Source: an optimization exercise on an open RTL-to-GDS flow (aim: small area). Production flows keep margins and buffers that such runs may drop.
Where RTL was checked, it was by simulation tests only, not by an equivalence proof against the original.
Power and IR drop assume default switching activity.

== v6 ==
## ecc_codec
module ecc_codec (
  input  logic        clk,
  input  logic        rst_n,      
  input  logic        en,         
  input  logic [71:0] enc_d,      
  output logic [79:0] enc_q,      
  input  logic [79:0] dec_d,      
  output logic [71:0] dec_q,      
  output logic [7:0]  dec_syndrome,
  output logic        dec_sb_err,
  output logic        dec_db_err,
  output logic        dec_sb_fix
);
  logic [71:0] enc_r;
  always_ff @(posedge clk or negedge rst_n)
    if (!rst_n)  enc_r <= 72'h0;
    else if (en) enc_r <= enc_d;
  ecc_enc enc_inst (
    .d_i ( enc_r ),
    .q_o ( enc_q ));
  ecc_dec dec_inst (
    .rst_ni     ( rst_n        ),
    .clk_i      ( clk          ),
    .clkena_i   ( en           ),
    .d_i        ( dec_d        ),
    .q_o        ( dec_q        ),
    .syndrome_o ( dec_syndrome ),
    .sb_err_o   ( dec_sb_err   ),
    .db_err_o   ( dec_db_err   ),
    .sb_fix_o   ( dec_sb_fix   ));
endmodule
clock: 4.0 ns
lec_check: 0
cap_margin: 20
core_margin: 2
core_utilization: 40
cts_cluster_diameter: 80
cts_cluster_size: 20
slew_margin: 20
standard.sh (not shown) runs the stock make flow with config.mk's settings and CLKGATE_MAP_FILE= SYNTH_SCRIPT=/design/flow/synth_recipe.tcl, a recipe that flattens the netlist after the stock synthesis.
==> flow/flow/run.sh <==
#!/bin/bash
# The standard layout, with the smallest buffer (buf_1) on every input and output port.
set -euo pipefail
export BUFFER_PORTS_ARGS="-buffer_cell sky130_fd_sc_hd__buf_1"
bash standard.sh > standard_flow.log 2>&1
For v7, these inputs were changed with respect to v6:
--- a/flow/design.v
+++ b/flow/design.v
@@ -473,25 +473,35 @@
   assign fix[63] = hi[8] & lo[7];
   assign fix[64] = hi[9] & lo[0];
   assign fix[65] = hi[9] & lo[1];
   assign fix[66] = hi[9] & lo[2];
   assign fix[67] = hi[9] & lo[3];
   assign fix[68] = hi[9] & lo[4];
   assign fix[69] = hi[9] & lo[5];
   assign fix[70] = hi[9] & lo[6];
   assign fix[71] = hi[9] & lo[7];
+  always @(posedge clk_i)
+    if (clkena_i) begin
+      d1 <= dat; s1 <= syn; p1 <= x150;
+    end
+  reg v1;
+  always @(posedge clk_i or negedge rst_ni)
+    if (!rst_ni)        v1 <= 1'b0;
+    else if (clkena_i) v1 <= 1'b1;
+  wire ld   = clkena_i & v1;
+  wire hold = ~clkena_i;
   always @(posedge clk_i or negedge rst_ni)
     if (!rst_ni) begin
-      d1 <= 72'h0; s1 <= 7'h0; p1 <= 1'b0;
       q_o <= 72'h0; s2 <= 7'h0; p2 <= 1'b0;
-    end else if (clkena_i) begin
-      d1 <= dat; s1 <= syn; p1 <= x150;
-      q_o <= d1 ^ fix; s2 <= s1; p2 <= p1;
+    end else begin
+      q_o <= ({72{ld}} & (d1 ^ fix)) | ({72{hold}} & q_o);
+      s2  <= ({7{ld}} & s1) | ({7{hold}} & s2);
+      p2  <= (ld & p1) | (hold & p2);
     end
   wire nz = |s2;
   wire pow2 = ~|(s2 & (s2 - 7'd1));
   assign syndrome_o = {p2, s2};
   assign sb_err_o   =  p2 & nz;
   assign db_err_o   = ~p2 & nz;
   assign sb_fix_o   =  p2 & nz & ~pow2;
 endmodule
 module ecc_codec (
==> run summary <==
Going from v6 to v7, cell leakage power went down 2.7%, fraction of area in multi-input gates went down 6.2 points, data-path buffer share of cell area in the final layout went down 0.28 points, number of sequential storage elements went up 1.
From v6 to v7 the numbers moved as follows: sequential cell area in the final layout picked up an extra 430 um2, utilization has increased.
Re share of the synthesized netlist area taken by xor and xnor gates: v6 and v7 aren't equal, and the higher value belongs to v7.
Diff v6 and v7: worst reg-to-reg setup slack lower in v7
Re least setup slack across all paths after layout: v6 and v7 aren't equal, and the higher value belongs to v7.
Looking at met1 track demand over resource in global routing across v6 and v7, the one that comes out higher is v7.
Fmax sits higher in v7 than in v6.
Status: effective utilization at floorplan parity (v7, v6)
Per the comparison of v7 with v6, first-pass GRT wire length saw a decrease; share of post-route cells with drive strength above 1 decreased by 5.7 points relative to the old numbers.
The RTL of v6 was laid out without a check of its function.

## what the ideal ports hide
Ports are ideal in the flow. The routed layouts listed here were re-timed in OpenROAD.
Step 1: set_driving_cell puts a clkbuf_16 on clk and a buf_2 on each other input, an assumption about the parent block.
Step 2 adds t to the input delays and takes it off the output delays; t is the mean of the earliest and latest rising clock arrival at the registers after step 1. Input paths then give back, and output paths get back, about the clock's delay inside the block.
Slacks: ideal / step 1 / step 2; pairs: ideal / step 1.
run | t (ns) | setup slack, ns | worst setup path at the end | slew at the worst register clock pin (ns)
v6 | 0.540 | 0.096 / 0.050 / 0.590 | register to output | 0.09 / 0.09
v7 | 0.543 | 0.180 / 0.129 / 0.672 | register to output | 0.09 / 0.09
After both steps every run listed still meets setup and hold.
